Background: an optimization exercise with open tools, aiming at small area and a short achievable clock period. Do not read the settings as production practice.
At most, simulation tests tie the RTL to the original design; equivalence was not proved.
For run 2, only the layout was checked, not whether the RTL still works.

==> flow/design.v (outline; a module is shown in full before it is edited, if it fits) <==
// module DF_Fir_Tree: 933 lines
// module fir_fa: 6 lines
// module fir_ha: 6 lines
module DF_Fir_Tree (clk, clk_enable, reset, filter_in, filter_out);
  // ...
==> flow/run.sh <==
#!/bin/bash
# synth_recipe.tcl (not shown) runs the flow's synth.tcl, then flattens the netlist and writes it again
# the make line also repeats each setting of config.mk as NAME=value (left out here)
make -C /OpenROAD-flow-scripts/flow DESIGN_CONFIG=/design/flow/config.mk WORK_HOME=/design/flow/orfs CLKGATE_MAP_FILE= SYNTH_SCRIPT=/design/flow/synth_recipe.tcl finish
==> flow/config.mk <==
export PLATFORM = sky130hd
export DESIGN_NAME = DF_Fir_Tree
export DESIGN_NICKNAME = DF_Fir_Tree
export VERILOG_FILES = /design/flow/design.v
export SDC_FILE = /design/flow/constraint.sdc
export NUM_CORES = 4
export LEC_CHECK = 0
export CAP_MARGIN = 20
export CORE_MARGIN = 2
export CORE_UTILIZATION = 65
export PLACE_DENSITY = 0.75
export SLEW_MARGIN = 60
export SYNTH_HIERARCHICAL = 1
export SYNTH_MINIMUM_KEEP_SIZE = 0
==> flow/constraint.sdc <==
create_clock -name core_clock -period 13.0 [get_ports {clk}]
set_input_delay 2.6000 -clock core_clock [delete_from_list [all_inputs] [get_ports {clk}]]
set_output_delay 2.6000 -clock core_clock [all_outputs]
set_load 0.01 [all_outputs]
==> out/results.ini, run 1 <==
[synthesis]
muxShareOfSynthArea_pct = 8.27
ys_seq_elements = 258
synth_compound_area_share_pct = 7.78
syn_area_mm2 = 0.0218
synth_edf_count = 0
synth_top_area_share_pct = 36.8
synth_top_family_by_area = adder cells

[finish]
syn2layout_area_growth_pct = 9.93
nFlopsAndLatches = 258
largest_register = output_register

[min_path]
whs_endpoint = d3[15]$_DFFE_PP0P_
hold_depth = 2

[sta]
hold_violations = 0
fin_crit_sh_pct = 34.9

[detailed_routing]
ant_nets = 0

[place]
dp_hpwl_um = 41700
dpl_cell_area_mm2 = 0.0229

[critical_path]
crit_path_frequent_cell = fa_1
cp_top_family = adder cells
arrival_ns = 4.98

[die]
die_x_um = 187
core.rowCount = 67
pin_count = 52
die_area_mm2 = 0.0351

[cts]
cts-root-buf = clkbuf_16
hold_buffers = 0
numCtsBuffers = 30

[grt]
grt_pass1_vias = 14600
grt_pass1_wl_um = 84400

[run_status]
status = finished clean

==> run 2, diff against run 1 <==
--- a/flow/design.v
+++ b/flow/design.v
@@ -4,18 +4,18 @@
   input clk_enable;
   input reset;
   input signed [15:0] filter_in;
   output signed [32:0] filter_out;
   reg signed [15:0] d0, d1, d2, d3, d4, d5, d6, d7;
   reg signed [16:0] pa, pb;
   reg signed [32:0] output_register;
   reg [32:0] Rs, Rc;
-  wire signed [16:0] pa_n = d0 + d4;
-  wire signed [16:0] pb_n = d1 + d3;
+  wire signed [16:0] pa_n = (d0 + d4);
+  wire signed [16:0] pb_n = (d1 + d3);
   wire t_1 = d0[2] ^ pa[10];
   wire t_2 = d0[2] | pa[10];
   wire t_3 = d0[8] ^ pa[8];
   wire t_4 = d0[8] | pa[8];
   wire t_5, t_6;
   fir_fa ut_5 (.a(d0[9]), .b(pa[9]), .c(pa[7]), .s(t_5), .co(t_6));
   wire t_7, t_8;
   fir_fa ut_7 (.a(d0[3]), .b(pa[11]), .c(pb[8]), .s(t_7), .co(t_8));
@@ -752,181 +752,179 @@
   wire t_739, t_740;
   fir_fa ut_739 (.a(~t_622), .b(t_681), .c(t_680), .s(t_739), .co(t_740));
   wire t_741, t_742;
   fir_fa ut_741 (.a(t_628), .b(t_683), .c(t_682), .s(t_741), .co(t_742));
   wire t_743, t_744;
   fir_fa ut_743 (.a(~t_685), .b(t_630), .c(t_684), .s(t_743), .co(t_744));
   wire t_745, t_746;
   fir_fa ut_745 (.a(pb[15]), .b(pb[16]), .c(t_686), .s(t_745), .co(t_746));
-  wire [32:0] ns = {1'b1, pb[15], ~t_745, t_743, t_741, t_739, ~t_737, t_735, t_733, t_730, t_728, t_726, t_724, t_722, ~t_720, ~t_718, ~t_716, ~t_714, ~t_712, ~t_710, ~t_708, ~t_706, ~t_704, ~t_702, ~t_700, ~t_698, ~t_696, t_694, ~t_692, ~t_690, ~t_688, ~d3[0], 1'b1};
-  wire [32:0] nc = {1'b0, ~t_746, t_744, t_742, t_740, ~t_738, t_736, t_734, t_732, t_731, t_729, t_727, t_725, t_723, t_721, ~t_719, ~t_717, ~t_715, ~t_713, ~t_711, ~t_709, ~t_707, ~t_705, ~t_703, ~t_701, ~t_699, ~t_697, ~t_695, t_693, ~t_691, ~t_689, t_687, ~pb[0]};
+  wire [32:0] ns = {1'b1, pb[15], t_745, t_743, t_741, t_739, t_737, t_735, t_733, t_730, t_728, t_726, t_724, t_722, t_720, t_718, t_716, t_714, t_712, t_710, t_708, t_706, t_704, t_702, t_700, t_698, t_696, t_694, t_692, t_690, t_688, d3[0], 1'b1};
+  wire [32:0] nc = {1'b0, t_746, t_744, t_742, t_740, t_738, t_736, t_734, t_732, t_731, t_729, t_727, t_725, t_723, t_721, t_719, t_717, t_715, t_713, t_711, t_709, t_707, t_705, t_703, t_701, t_699, t_697, t_695, t_693, t_691, t_689, t_687, pb[0]};
   wire tb_1, tb_2;
   fir_ha utb_1 (.a(d0[3]), .b(Rs[5]), .s(tb_1), .co(tb_2));
-  wire tb_3, tb_4;
-  fir_ha utb_3 (.a(d0[4]), .b(Rs[6]), .s(tb_3), .co(tb_4));
-  wire tb_5, tb_6;
-  fir_ha utb_5 (.a(d0[5]), .b(Rs[7]), .s(tb_5), .co(tb_6));
-  wire tb_7 = d0[6] ^ Rs[8];
-  wire tb_8 = d0[6] | Rs[8];
-  wire tb_9 = d0[4] ^ d0[0];
-  wire tb_10 = d0[4] | d0[0];
+  wire tb_3 = d0[4] ^ d0[2];
+  wire tb_4 = d0[4] & ~d0[2];
+  wire tb_5 = d0[5] ^ d0[3];
+  wire tb_6 = d0[5] & ~d0[3];
+  wire tb_7 = d0[4] ^ d0[0];
+  wire tb_8 = d0[4] & d0[0];
+  wire tb_9 = d0[6] ^ Rs[8];
+  wire tb_10 = d0[6] & ~Rs[8];
   wire tb_11, tb_12;
-  fir_fa utb_11 (.a(d0[7]), .b(Rs[9]), .c(Rc[9]), .s(tb_11), .co(tb_12));
-  wire tb_13 = d0[5] ^ d0[1];
-  wire tb_14 = d0[5] | d0[1];
+  fir_fa utb_11 (.a(~d0[7]), .b(d0[5]), .c(d0[1]), .s(tb_11), .co(tb_12));
+  wire tb_13 = Rs[9] ^ Rc[9];
+  wire tb_14 = Rs[9] | Rc[9];
   wire tb_15, tb_16;
-  fir_fa utb_15 (.a(d0[8]), .b(Rs[10]), .c(Rc[10]), .s(tb_15), .co(tb_16));
-  wire tb_17 = d0[6] ^ d0[2];
-  wire tb_18 = d0[6] | d0[2];
+  fir_fa utb_15 (.a(~d0[8]), .b(d0[6]), .c(d0[2]), .s(tb_15), .co(tb_16));
+  wire tb_17 = Rs[10] ^ Rc[10];
+  wire tb_18 = Rs[10] | Rc[10];
   wire tb_19, tb_20;
-  fir_fa utb_19 (.a(d0[9]), .b(Rs[11]), .c(Rc[11]), .s(tb_19), .co(tb_20));
-  wire tb_21 = d0[7] ^ d0[3];
-  wire tb_22 = d0[7] | d0[3];
+  fir_fa utb_19 (.a(~d0[9]), .b(d0[7]), .c(d0[3]), .s(tb_19), .co(tb_20));
+  wire tb_21 = Rs[11] ^ Rc[11];
+  wire tb_22 = Rs[11] | Rc[11];
   wire tb_23, tb_24;
-  fir_fa utb_23 (.a(d0[10]), .b(Rs[12]), .c(Rc[12]), .s(tb_23), .co(tb_24));
-  wire tb_25 = d0[8] ^ d0[4];
-  wire tb_26 = d0[8] | d0[4];
+  fir_fa utb_23 (.a(~d0[10]), .b(d0[8]), .c(d0[4]), .s(tb_23), .co(tb_24));
+  wire tb_25 = Rs[12] ^ Rc[12];
+  wire tb_26 = Rs[12] | Rc[12];
   wire tb_27, tb_28;
-  fir_fa utb_27 (.a(d0[11]), .b(Rs[13]), .c(Rc[13]), .s(tb_27), .co(tb_28));
-  wire tb_29 = d0[9] ^ d0[5];
-  wire tb_30 = d0[9] | d0[5];
+  fir_fa utb_27 (.a(~d0[11]), .b(d0[9]), .c(d0[5]), .s(tb_27), .co(tb_28));
+  wire tb_29 = Rs[13] ^ Rc[13];
+  wire tb_30 = Rs[13] | Rc[13];
   wire tb_31, tb_32;
-  fir_fa utb_31 (.a(d0[12]), .b(Rs[14]), .c(Rc[14]), .s(tb_31), .co(tb_32));
-  wire tb_33 = d0[10] ^ d0[6];
-  wire tb_34 = d0[10] | d0[6];
+  fir_fa utb_31 (.a(~d0[12]), .b(d0[10]), .c(d0[6]), .s(tb_31), .co(tb_32));
+  wire tb_33 = Rs[14] ^ Rc[14];
+  wire tb_34 = Rs[14] | Rc[14];
   wire tb_35, tb_36;
-  fir_fa utb_35 (.a(d0[13]), .b(Rs[15]), .c(Rc[15]), .s(tb_35), .co(tb_36));
-  wire tb_37 = d0[11] ^ d0[7];
-  wire tb_38 = d0[11] | d0[7];
+  fir_fa utb_35 (.a(~d0[13]), .b(d0[11]), .c(d0[7]), .s(tb_35), .co(tb_36));
+  wire tb_37 = Rs[15] ^ Rc[15];
+  wire tb_38 = Rs[15] | Rc[15];
   wire tb_39, tb_40;
-  fir_fa utb_39 (.a(d0[14]), .b(Rs[16]), .c(Rc[16]), .s(tb_39), .co(tb_40));
-  wire tb_41 = d0[12] ^ d0[8];
-  wire tb_42 = d0[12] | d0[8];
-  wire tb_43 = Rs[17] ^ Rc[17];
-  wire tb_44 = Rs[17] | Rc[17];
+  fir_fa utb_39 (.a(~d0[14]), .b(d0[12]), .c(d0[8]), .s(tb_39), .co(tb_40));
+  wire tb_41 = Rs[16] ^ Rc[16];
+  wire tb_42 = Rs[16] | Rc[16];
+  wire tb_43 = d0[15] ^ d0[13];
+  wire tb_44 = d0[15] & d0[13];
   wire tb_45, tb_46;
-  fir_fa utb_45 (.a(d0[15]), .b(d0[13]), .c(d0[9]), .s(tb_45), .co(tb_46));
-  wire tb_47 = Rs[18] ^ Rc[18];
-  wire tb_48 = Rs[18] | Rc[18];
-  wire tb_49 = d0[14] ^ d0[10];
-  wire tb_50 = d0[14] | d0[10];
+  fir_fa utb_45 (.a(d0[9]), .b(Rs[17]), .c(Rc[17]), .s(tb_45), .co(tb_46));
+  wire tb_47 = d0[14] ^ d0[10];
+  wire tb_48 = d0[14] & d0[10];
+  wire tb_49 = Rc[18] ^ Rs[18];
+  wire tb_50 = Rc[18] & ~Rs[18];
   wire tb_51, tb_52;
   fir_fa utb_51 (.a(d0[15]), .b(Rs[19]), .c(Rc[19]), .s(tb_51), .co(tb_52));
   wire tb_53 = d0[2] ^ d0[0];
   wire tb_54 = d0[2] | d0[0];
   wire tb_55, tb_56;
-  fir_fa utb_55 (.a(d0[2]), .b(Rc[5]), .c(tb_1), .s(tb_55), .co(tb_56));
+  fir_fa utb_55 (.a(~d0[2]), .b(d0[1]), .c(Rc[5]), .s(tb_55), .co(tb_56));
   wire tb_57, tb_58;
-  fir_fa utb_57 (.a(~d0[2]), .b(Rc[6]), .c(tb_2), .s(tb_57), .co(tb_58));
+  fir_fa utb_57 (.a(Rs[6]), .b(Rc[6]), .c(tb_3), .s(tb_57), .co(tb_58));
   wire tb_59, tb_60;
-  fir_fa utb_59 (.a(~d0[3]), .b(Rc[7]), .c(tb_4), .s(tb_59), .co(tb_60));
+  fir_fa utb_59 (.a(Rs[7]), .b(Rc[7]), .c(tb_5), .s(tb_59), .co(tb_60));
   wire tb_61, tb_62;
-  fir_fa utb_61 (.a(Rc[8]), .b(tb_6), .c(tb_9), .s(tb_61), .co(tb_62));
+  fir_fa utb_61 (.a(Rc[8]), .b(tb_7), .c(tb_9), .s(tb_61), .co(tb_62));
   wire tb_63, tb_64;
-  fir_fa utb_63 (.a(tb_8), .b(tb_13), .c(tb_11), .s(tb_63), .co(tb_64));
+  fir_fa utb_63 (.a(~tb_8), .b(tb_10), .c(tb_13), .s(tb_63), .co(tb_64));
   wire tb_65, tb_66;
-  fir_fa utb_65 (.a(~tb_14), .b(tb_17), .c(tb_12), .s(tb_65), .co(tb_66));
+  fir_fa utb_65 (.a(tb_14), .b(tb_12), .c(tb_15), .s(tb_65), .co(tb_66));
   wire tb_67, tb_68;
-  fir_fa utb_67 (.a(~tb_18), .b(tb_21), .c(tb_16), .s(tb_67), .co(tb_68));
+  fir_fa utb_67 (.a(tb_18), .b(tb_16), .c(tb_19), .s(tb_67), .co(tb_68));
   wire tb_69, tb_70;
-  fir_fa utb_69 (.a(~tb_22), .b(tb_25), .c(tb_20), .s(tb_69), .co(tb_70));
+  fir_fa utb_69 (.a(tb_22), .b(tb_20), .c(tb_23), .s(tb_69), .co(tb_70));
   wire tb_71, tb_72;
-  fir_fa utb_71 (.a(~tb_26), .b(tb_29), .c(tb_24), .s(tb_71), .co(tb_72));
+  fir_fa utb_71 (.a(tb_26), .b(tb_24), .c(tb_27), .s(tb_71), .co(tb_72));
   wire tb_73, tb_74;
-  fir_fa utb_73 (.a(~tb_30), .b(tb_33), .c(tb_28), .s(tb_73), .co(tb_74));
+  fir_fa utb_73 (.a(tb_30), .b(tb_28), .c(tb_31), .s(tb_73), .co(tb_74));
   wire tb_75, tb_76;
-  fir_fa utb_75 (.a(~tb_34), .b(tb_37), .c(tb_32), .s(tb_75), .co(tb_76));
+  fir_fa utb_75 (.a(tb_34), .b(tb_32), .c(tb_35), .s(tb_75), .co(tb_76));
   wire tb_77, tb_78;
-  fir_fa utb_77 (.a(~tb_38), .b(tb_41), .c(tb_36), .s(tb_77), .co(tb_78));
+  fir_fa utb_77 (.a(tb_38), .b(tb_36), .c(tb_39), .s(tb_77), .co(tb_78));
   wire tb_79, tb_80;
-  fir_fa utb_79 (.a(tb_42), .b(tb_43), .c(tb_45), .s(tb_79), .co(tb_80));
+  fir_fa utb_79 (.a(tb_42), .b(tb_43), .c(tb_40), .s(tb_79), .co(tb_80));
   wire tb_81, tb_82;
-  fir_fa utb_81 (.a(tb_44), .b(~tb_47), .c(tb_49), .s(tb_81), .co(tb_82));
+  fir_fa utb_81 (.a(tb_44), .b(tb_47), .c(tb_49), .s(tb_81), .co(tb_82));
   wire tb_83, tb_84;
-  fir_fa utb_83 (.a(d0[11]), .b(~tb_48), .c(tb_50), .s(tb_83), .co(tb_84));
+  fir_fa utb_83 (.a(d0[11]), .b(tb_48), .c(~tb_50), .s(tb_83), .co(tb_84));
   wire tb_85, tb_86;
   fir_fa utb_85 (.a(Rs[20]), .b(d0[12]), .c(~Rc[20]), .s(tb_85), .co(tb_86));
   wire tb_87, tb_88;
   fir_fa utb_87 (.a(~Rs[20]), .b(Rs[21]), .c(d0[13]), .s(tb_87), .co(tb_88));
   wire tb_89, tb_90;
   fir_fa utb_89 (.a(~Rs[21]), .b(Rs[22]), .c(d0[14]), .s(tb_89), .co(tb_90));
   wire tb_91, tb_92;
   fir_fa utb_91 (.a(Rs[22]), .b(d0[15]), .c(Rs[23]), .s(tb_91), .co(tb_92));
-  wire tb_93, tb_94;
-  fir_ha utb_93 (.a(d0[0]), .b(Rs[2]), .s(tb_93), .co(tb_94));
+  wire tb_93 = d0[0] ^ Rs[2];
+  wire tb_94 = d0[0] & ~Rs[2];
   wire tb_95, tb_96;
-  fir_fa utb_95 (.a(d0[1]), .b(Rs[3]), .c(Rc[3]), .s(tb_95), .co(tb_96));
+  fir_fa utb_95 (.a(~d0[1]), .b(Rs[3]), .c(Rc[3]), .s(tb_95), .co(tb_96));
   wire tb_97, tb_98;
-  fir_fa utb_97 (.a(Rs[4]), .b(Rc[4]), .c(tb_53), .s(tb_97), .co(tb_98));
+  fir_fa utb_97 (.a(~Rs[4]), .b(Rc[4]), .c(tb_53), .s(tb_97), .co(tb_98));
   wire tb_99, tb_100;
-  fir_fa utb_99 (.a(d0[1]), .b(tb_54), .c(~tb_55), .s(tb_99), .co(tb_100));
+  fir_fa utb_99 (.a(tb_54), .b(~tb_1), .c(tb_55), .s(tb_99), .co(tb_100));
   wire tb_101, tb_102;
-  fir_fa utb_101 (.a(tb_3), .b(tb_56), .c(tb_57), .s(tb_101), .co(tb_102));
+  fir_fa utb_101 (.a(~tb_2), .b(tb_56), .c(tb_57), .s(tb_101), .co(tb_102));
   wire tb_103, tb_104;
-  fir_fa utb_103 (.a(tb_5), .b(tb_58), .c(tb_59), .s(tb_103), .co(tb_104));
+  fir_fa utb_103 (.a(~tb_4), .b(tb_58), .c(tb_59), .s(tb_103), .co(tb_104));
   wire tb_105, tb_106;
-  fir_fa utb_105 (.a(~tb_7), .b(tb_60), .c(tb_61), .s(tb_105), .co(tb_106));
+  fir_fa utb_105 (.a(~tb_6), .b(tb_60), .c(tb_61), .s(tb_105), .co(tb_106));
   wire tb_107, tb_108;
-  fir_fa utb_107 (.a(~tb_10), .b(tb_62), .c(tb_63), .s(tb_107), .co(tb_108));
+  fir_fa utb_107 (.a(tb_11), .b(tb_62), .c(~tb_63), .s(tb_107), .co(tb_108));
   wire tb_109, tb_110;
-  fir_fa utb_109 (.a(tb_15), .b(tb_64), .c(tb_65), .s(tb_109), .co(tb_110));
+  fir_fa utb_109 (.a(tb_17), .b(tb_64), .c(~tb_65), .s(tb_109), .co(tb_110));
   wire tb_111, tb_112;
-  fir_fa utb_111 (.a(tb_19), .b(tb_66), .c(tb_67), .s(tb_111), .co(tb_112));
+  fir_fa utb_111 (.a(~tb_21), .b(tb_66), .c(tb_67), .s(tb_111), .co(tb_112));
   wire tb_113, tb_114;
-  fir_fa utb_113 (.a(tb_23), .b(tb_68), .c(tb_69), .s(tb_113), .co(tb_114));
+  fir_fa utb_113 (.a(~tb_25), .b(tb_68), .c(tb_69), .s(tb_113), .co(tb_114));
   wire tb_115, tb_116;
-  fir_fa utb_115 (.a(tb_27), .b(tb_70), .c(tb_71), .s(tb_115), .co(tb_116));
+  fir_fa utb_115 (.a(~tb_29), .b(tb_70), .c(tb_71), .s(tb_115), .co(tb_116));
   wire tb_117, tb_118;
-  fir_fa utb_117 (.a(tb_31), .b(tb_72), .c(tb_73), .s(tb_117), .co(tb_118));
+  fir_fa utb_117 (.a(~tb_33), .b(tb_72), .c(tb_73), .s(tb_117), .co(tb_118));
   wire tb_119, tb_120;
-  fir_fa utb_119 (.a(tb_35), .b(tb_74), .c(tb_75), .s(tb_119), .co(tb_120));
+  fir_fa utb_119 (.a(~tb_37), .b(tb_74), .c(tb_75), .s(tb_119), .co(tb_120));
   wire tb_121, tb_122;
-  fir_fa utb_121 (.a(tb_39), .b(tb_76), .c(tb_77), .s(tb_121), .co(tb_122));
+  fir_fa utb_121 (.a(~tb_41), .b(tb_76), .c(tb_77), .s(tb_121), .co(tb_122));
   wire tb_123, tb_124;
-  fir_fa utb_123 (.a(tb_40), .b(tb_78), .c(~tb_79), .s(tb_123), .co(tb_124));
+  fir_fa utb_123 (.a(tb_45), .b(tb_78), .c(tb_79), .s(tb_123), .co(tb_124));
   wire tb_125, tb_126;
-  fir_fa utb_125 (.a(tb_46), .b(~tb_81), .c(tb_80), .s(tb_125), .co(tb_126));
+  fir_fa utb_125 (.a(tb_46), .b(tb_81), .c(tb_80), .s(tb_125), .co(tb_126));
   wire tb_127, tb_128;
-  fir_fa utb_127 (.a(tb_51), .b(tb_82), .c(~tb_83), .s(tb_127), .co(tb_128));
+  fir_fa utb_127 (.a(~tb_51), .b(tb_82), .c(tb_83), .s(tb_127), .co(tb_128));
   wire tb_129, tb_130;
   fir_fa utb_129 (.a(tb_85), .b(~tb_52), .c(tb_84), .s(tb_129), .co(tb_130));
   wire tb_131, tb_132;
   fir_fa utb_131 (.a(~Rc[21]), .b(tb_86), .c(tb_87), .s(tb_131), .co(tb_132));
   wire tb_133, tb_134;
   fir_fa utb_133 (.a(~Rc[22]), .b(tb_88), .c(tb_89), .s(tb_133), .co(tb_134));
   wire tb_135, tb_136;
   fir_fa utb_135 (.a(Rc[23]), .b(~tb_90), .c(tb_91), .s(tb_135), .co(tb_136));
   wire tb_137, tb_138;
   fir_fa utb_137 (.a(~Rs[24]), .b(Rc[24]), .c(tb_92), .s(tb_137), .co(tb_138));
   wire tb_139, tb_140;
   fir_fa utb_139 (.a(Rs[24]), .b(~Rs[25]), .c(Rc[25]), .s(tb_139), .co(tb_140));
   wire tb_141, tb_142;
-  fir_fa utb_141 (.a(Rs[25]), .b(~Rs[26]), .c(Rc[26]), .s(tb_141), .co(tb_142));
+  fir_fa utb_141 (.a(~Rs[25]), .b(Rc[26]), .c(Rs[26]), .s(tb_141), .co(tb_142));
   wire tb_143, tb_144;
-  fir_fa utb_143 (.a(Rs[26]), .b(~Rs[27]), .c(Rc[27]), .s(tb_143), .co(tb_144));
+  fir_fa utb_143 (.a(~Rc[26]), .b(Rs[27]), .c(Rc[27]), .s(tb_143), .co(tb_144));
   wire tb_145, tb_146;
   fir_fa utb_145 (.a(Rs[27]), .b(~Rs[28]), .c(Rc[28]), .s(tb_145), .co(tb_146));
   wire tb_147, tb_148;
   fir_fa utb_147 (.a(Rs[28]), .b(~Rs[29]), .c(Rc[29]), .s(tb_147), .co(tb_148));
   wire tb_149, tb_150;
-  fir_fa utb_149 (.a(Rs[29]), .b(~Rs[30]), .c(Rc[30]), .s(tb_149), .co(tb_150));
+  fir_fa utb_149 (.a(~Rs[29]), .b(Rc[30]), .c(Rs[30]), .s(tb_149), .co(tb_150));
   wire tb_151, tb_152;
-  fir_fa utb_151 (.a(Rs[30]), .b(~Rs[31]), .c(Rc[31]), .s(tb_151), .co(tb_152));
-  wire tb_153, tb_154;
-  fir_fa utb_153 (.a(Rs[31]), .b(~Rs[32]), .c(Rc[32]), .s(tb_153), .co(tb_154));
-  wire [32:0] r0 = {tb_152, tb_150, tb_148, tb_146, tb_144, tb_142, tb_140, tb_139, tb_136, ~tb_134, ~tb_132, ~tb_131, tb_128, tb_127, tb_124, tb_122, tb_120, tb_118, tb_116, tb_114, tb_112, tb_110, tb_108, tb_106, tb_104, tb_102, ~tb_100, tb_98, tb_96, tb_94, Rc[2], Rs[1], Rs[0]};
-  wire [32:0] r1 = {tb_153, tb_151, tb_149, tb_147, tb_145, tb_143, tb_141, tb_138, tb_137, tb_135, ~tb_133, ~tb_130, ~tb_129, ~tb_126, ~tb_125, tb_123, tb_121, tb_119, tb_117, tb_115, tb_113, tb_111, tb_109, tb_107, tb_105, tb_103, tb_101, ~tb_99, tb_97, tb_95, tb_93, Rc[1], Rc[0]};
+  fir_fa utb_151 (.a(~Rc[30]), .b(Rs[31]), .c(Rc[31]), .s(tb_151), .co(tb_152));
+  wire [32:0] r0 = {Rs[31], ~tb_150, tb_148, tb_146, ~tb_144, ~tb_142, tb_140, tb_139, tb_136, ~tb_134, ~tb_132, ~tb_131, ~tb_128, ~tb_127, ~tb_124, ~tb_122, ~tb_120, ~tb_118, ~tb_116, ~tb_114, ~tb_112, tb_110, ~tb_108, ~tb_106, ~tb_104, ~tb_102, ~tb_100, tb_98, ~tb_96, tb_94, ~Rc[2], ~Rs[1], 1'b1};
+  wire [32:0] r1 = {~tb_152, ~tb_151, ~tb_149, tb_147, tb_145, ~tb_143, ~tb_141, tb_138, tb_137, tb_135, ~tb_133, ~tb_130, ~tb_129, ~tb_126, ~tb_125, ~tb_123, ~tb_121, ~tb_119, ~tb_117, ~tb_115, ~tb_113, ~tb_111, tb_109, ~tb_107, ~tb_105, ~tb_103, ~tb_101, ~tb_99, tb_97, ~tb_95, ~tb_93, Rc[1], ~Rc[0]};
   wire [32:0] sum = r0 + r1;
   always @(posedge clk or posedge reset)
     if (reset) begin
       d0 <= 0; d1 <= 0; d2 <= 0; d3 <= 0; d4 <= 0; d5 <= 0; d6 <= 0; d7 <= 0;
       pa <= 0; pb <= 0;
-      Rs <= 33'd6171721503;
-      Rc <= 33'd2418213089;
+      Rs <= 33'd5030740161;
+      Rc <= 33'd404815628;
       output_register <= 0;
     end else if (clk_enable) begin
       d0 <= filter_in; d1 <= d0; d2 <= d1; d3 <= d2; d4 <= d3; d5 <= d4; d6 <= d5; d7 <= d6;
       pa <= pa_n; pb <= pb_n;
       Rs <= ns;
       Rc <= nc;
       output_register <= sum;
     end
==> flow/config.mk (replaced) <==
export PLATFORM = sky130hd
export DESIGN_NAME = DF_Fir_Tree
export DESIGN_NICKNAME = DF_Fir_Tree
export VERILOG_FILES = /design/flow/design.v
export SDC_FILE = /design/flow/constraint.sdc
export NUM_CORES = 4
export LEC_CHECK = 0
export CAP_MARGIN = 20
export CORE_MARGIN = 2
export CORE_UTILIZATION = 40
export PLACE_DENSITY = 0.6
export SLEW_MARGIN = 60
export SYNTH_HIERARCHICAL = 1
export SYNTH_MINIMUM_KEEP_SIZE = 0
==> out/results.ini, run 2 <==
[job]
drv_cap = 0  ; unchanged

[critical_path]
worstPathMaxFanout = 6  ; was 5
path_class = reg -> reg  ; unchanged
end_kind = register  ; unchanged
worstReg2RegStart = d0[9]$_DFFE_PP0P_  ; was d0[8]$_DFFE_PP0P_
arrival_ns = 5.36  ; was 4.98 ns
rrSetupSlack_ns = 8.16  ; was 8.47 ns
required_ns = 13.52  ; was 13.44 ns
crit-reg2reg-capture = output_register[32]$_DFFE_PP0P_  ; was Rc[19]$_DFFE_PP0P_
crit_path_start_kind = register  ; unchanged
rr_worst_depth = 14  ; was 12

[cts]
clockBufferDepth = 3  ; unchanged
cts_tree = done  ; unchanged
cts.sinks = 257  ; was 258
cts_setup_buffers = 0  ; unchanged
numCtsBuffers = 30  ; unchanged
htreeDepth = 1  ; unchanged
clk_pin_slew_worst_paths_ns = 0.07  ; about the same
cts_resized = 0  ; unchanged
clk_latency_ns = 0.59  ; was 0.58 ns
cts-root-buf = clkbuf_16  ; unchanged
hold_buffers = 0  ; unchanged

[synthesis]
netlist_top_cells_area = fa_1 (36%), dfrtp_1 (26%), mux2_2 (8.3%)  ; was fa_1 (37%), dfrtp_1 (26%), mux2_2 (7.6%)
synthArstFlopShare_pct = 100  ; unchanged
synth_cells = 1790  ; was 1726
synth_edf_count = 0  ; unchanged
synth_ff_type = dfrtp_1  ; unchanged
synth.avg_cell_area_um2 = 12.3  ; was 12.7 µm²
synth_top_area_share_pct = 36.3  ; was 36.8%
synth_common_cells = fa_1 (400), inv_1 (284), dfrtp_1 (232)  ; was fa_1 (401), dfrtp_1 (226), inv_1 (215)
synth.distinct_cells = 64  ; was 70
syn_area_mm2 = 0.0220  ; was 0.0218 mm²
synth_warnings = 7  ; unchanged
yosysSeqAreaShare_pct = 29.3  ; was 29.7%
yosysTopAreaCell = fa_1  ; unchanged
ys_seq_elements = 257  ; was 258
synthMostInstantiatedCell = fa_1  ; unchanged

[detailed_routing]
drt_pass1_iterations = 5  ; unchanged
dr_total_vias = 13600  ; was 13400
wire_per_inst_um = 22.5  ; was 23.7 µm
dr.first_iter.drc_count = 927  ; was 925
wl_um = 57900  ; was 53300 µm
post-route-drc-count = 0  ; unchanged
ant_nets = 0  ; unchanged
post_drt_via_cell_ratio = 5.31  ; was 5.97

[finish]
largest_register = output_register  ; unchanged
seqCellArea_mm2 = 0.00651  ; was 0.00654 mm²
drive_gt1_share_pct = 16.8  ; was 16.5%
largest_reg_flops = 33  ; unchanged
syn2layout_area_growth_pct = 11.9  ; was 9.93%
antennaDiodeCount = 0  ; unchanged
layout_commonest_cell = fa_1  ; unchanged
nFillCells = 4983  ; was 2312
multi_input_area_mm2 = 0.0144  ; about the same
reg_top3 = output_register x33, Rc x32, Rs x30  ; was output_register x33, Rc x32, Rs x31
final_nets = 2373  ; was 2308
layout_common_cells = fa_1 (400), inv_1 (282), dfrtp_1 (193)  ; was fa_1 (401), inv_1 (213), dfrtp_1 (192)

[die]
coreArea_mm2 = 0.0548  ; was 0.0333 mm²
pin_count = 52  ; unchanged
core.rowCount = 86  ; was 67
die_x_um = 239  ; was 187 µm
initial_utilization_pct = 40.2  ; was 65.6%
die_h_um = 239  ; was 187 µm
die_area_mm2 = 0.0570  ; was 0.0351 mm²

[sta]
fin_crit_ns = 4.84  ; was 4.53 ns
setup_viol = 0  ; unchanged
slew_headroom_pct = 56.1  ; was 62.2%
max_freq_mhz = 207  ; was 221 MHz
hold_violations = 0  ; unchanged
hold_slack_ns = 0.481  ; was 0.486 ns
rsz0062_at_grt = false  ; unchanged
fin_tns_setup_ns = 0  ; unchanged
clock_skew_ns = 0.0168  ; was 0.0265 ns
worst_slew_pin_slew_ns = 0.657  ; was 0.566 ns
finalMaxSlewViolations = 0  ; unchanged
fin_crit_sh_pct = 37.2  ; was 34.9%

[place]
gp_congestion = 0.943  ; was 0.993
port-buffer-count = 51  ; unchanged
dp_hpwl_um = 45600  ; was 41700 µm

[run_status]
status = finished clean  ; unchanged

[min_path]
hp-class = reg -> reg  ; unchanged
hold_depth = 1  ; was 2
whs_endpoint = output_register[14]$_DFFE_PP0P_  ; was d3[15]$_DFFE_PP0P_
hp-start = output_register[14]$_DFFE_PP0P_  ; was d2[15]$_DFFE_PP0P_

[grt]
grt_start_max_net_pins = 89  ; was 127
grt_pass1_wl_um = 90100  ; was 84400 µm
grt_use_total_pct = 21.2  ; was 32.2%
grt_antenna_before_repair = 0  ; was 1
grt_overflow = 0  ; unchanged
grt_pass1_vias = 14800  ; was 14600

-- run 2: final cells by class --
class,count,area share [%]
Clock inverter,16,1.00
Tap cell,704,3.57
Inverter,284,4.39
Sequential cell,257,26.4
Multi-Input combinational cell,1201,58.2
Timing Repair Buffer,65,3.01
Clock buffer,40,3.40
-- run 2: per-module statistics from Yosys, one instance, submodules excluded --
module / cells inside / flops+latches / copies in the design
DF_Fir_Tree: 1385 / 257 / 1
fir_fa: 1 / 0 / 397
fir_ha: 1 / 0 / 8
-- run 2: through the flow --
step	instance area [µm²]	std cells	setup WS (ns)	util [%]
5_1_grt	24700	2567	7.84	45.0
4_1_cts	24600	2564	8.16	44.8
2_1_floorplan	22000	1790	3.37	-
6_report	24700	2567	8.16	45.0
3_3_place_gp	23300	2506	7.64	42.6
3_5_place_dp	23500	2508	8.19	42.8
-- run 2: per-layer routing --
layer / wire (µm) / up-vias / track usage (%) / part of all wire [%]
li1: - / 5916 / - / -
met1: 25500 / 7326 / 29.7 / 44
met2: 28500 / 310 / 35.4 / 49
met3: 2430 / 80 / 2.54 / 4.2
met4: 1430 / 0 / 5.21 / 2.5
met5: 0 / - / 0 / 0
-- run 2: critical path, cell delays in order, from the launching register on --
cell,delay [ns]
dfrtp_1,0.70
inv_1,0.29
fa_1,0.61
fa_1,0.43
fa_1,0.49
inv_1,0.04
ha_1,0.34
nand2_1,0.16
o21ai_1,0.29
a31oi_1,0.16
o21ai_1,0.28
a31oi_1,0.28
a211o_1,0.34
a41o_1,0.23
a21oi_1,0.10
-- run 2: worst max path at each step --
stage / slack, ns / depth (start not counted) / from / to
2_1_floorplan: 3.37 / 1 / reset / Rc[0]$_DFFE_PP0P_
3_3_place_gp: 7.64 / 4 / clk_enable / Rc[1]$_DFFE_PP0P_
3_5_place_dp: 8.19 / 14 / d0[11]$_DFFE_PP0P_ / output_register[27]$_DFFE_PP0P_
4_1_cts: 8.16 / 14 / d0[11]$_DFFE_PP0P_ / output_register[27]$_DFFE_PP0P_
5_1_grt: 7.84 / 14 / d0[11]$_DFFE_PP0P_ / output_register[23]$_DFFE_PP0P_
6_report: 8.16 / 14 / d0[9]$_DFFE_PP0P_ / output_register[32]$_DFFE_PP0P_
-- run 2: kinds of logic (layout without fill, tap and decap cells) --
group,Yosys count,in the layout,synth area share [%]
compound gates,253,253,7.30
xor+xnor,43,43,1.71
fa+ha+maj,515,515,42.9
buf+inv,332,405,5.66
flops,257,257,29.3
mux,169,169,8.62
simple gates,221,221,4.53

what the ideal ports hide:
The results above use ideal ports. As a check the final layouts listed here were re-extracted and re-timed, cells and wires unchanged.
Step 1 assumes that a clkbuf_16 drives the clock port and a buf_2 every other input.
Step 2 times the ports against the registers' clock, not the clock port: input delays grow and output delays shrink by t, the midpoint of the rising clock arrivals with the driver on.
Slacks: ideal / step 1 / step 2; pairs: ideal / step 1.
run	t, ns	setup WS [ns]	latest minus earliest clock arrival (ns)	worst data-port slew with drivers (ns)	cell pins on the clock port's net
run 1	0.622	8.468 / 8.468 / 8.468	0.027 / 0.026	0.05	1
run 2	0.643	8.160 / 8.160 / 8.130	0.017 / 0.017	0.06	1
After both steps setup and hold are still met in every run listed. For run 2, which loses most, drivers alone change the setup slack by 0.000 ns; drivers and shift together by -0.030 ns.
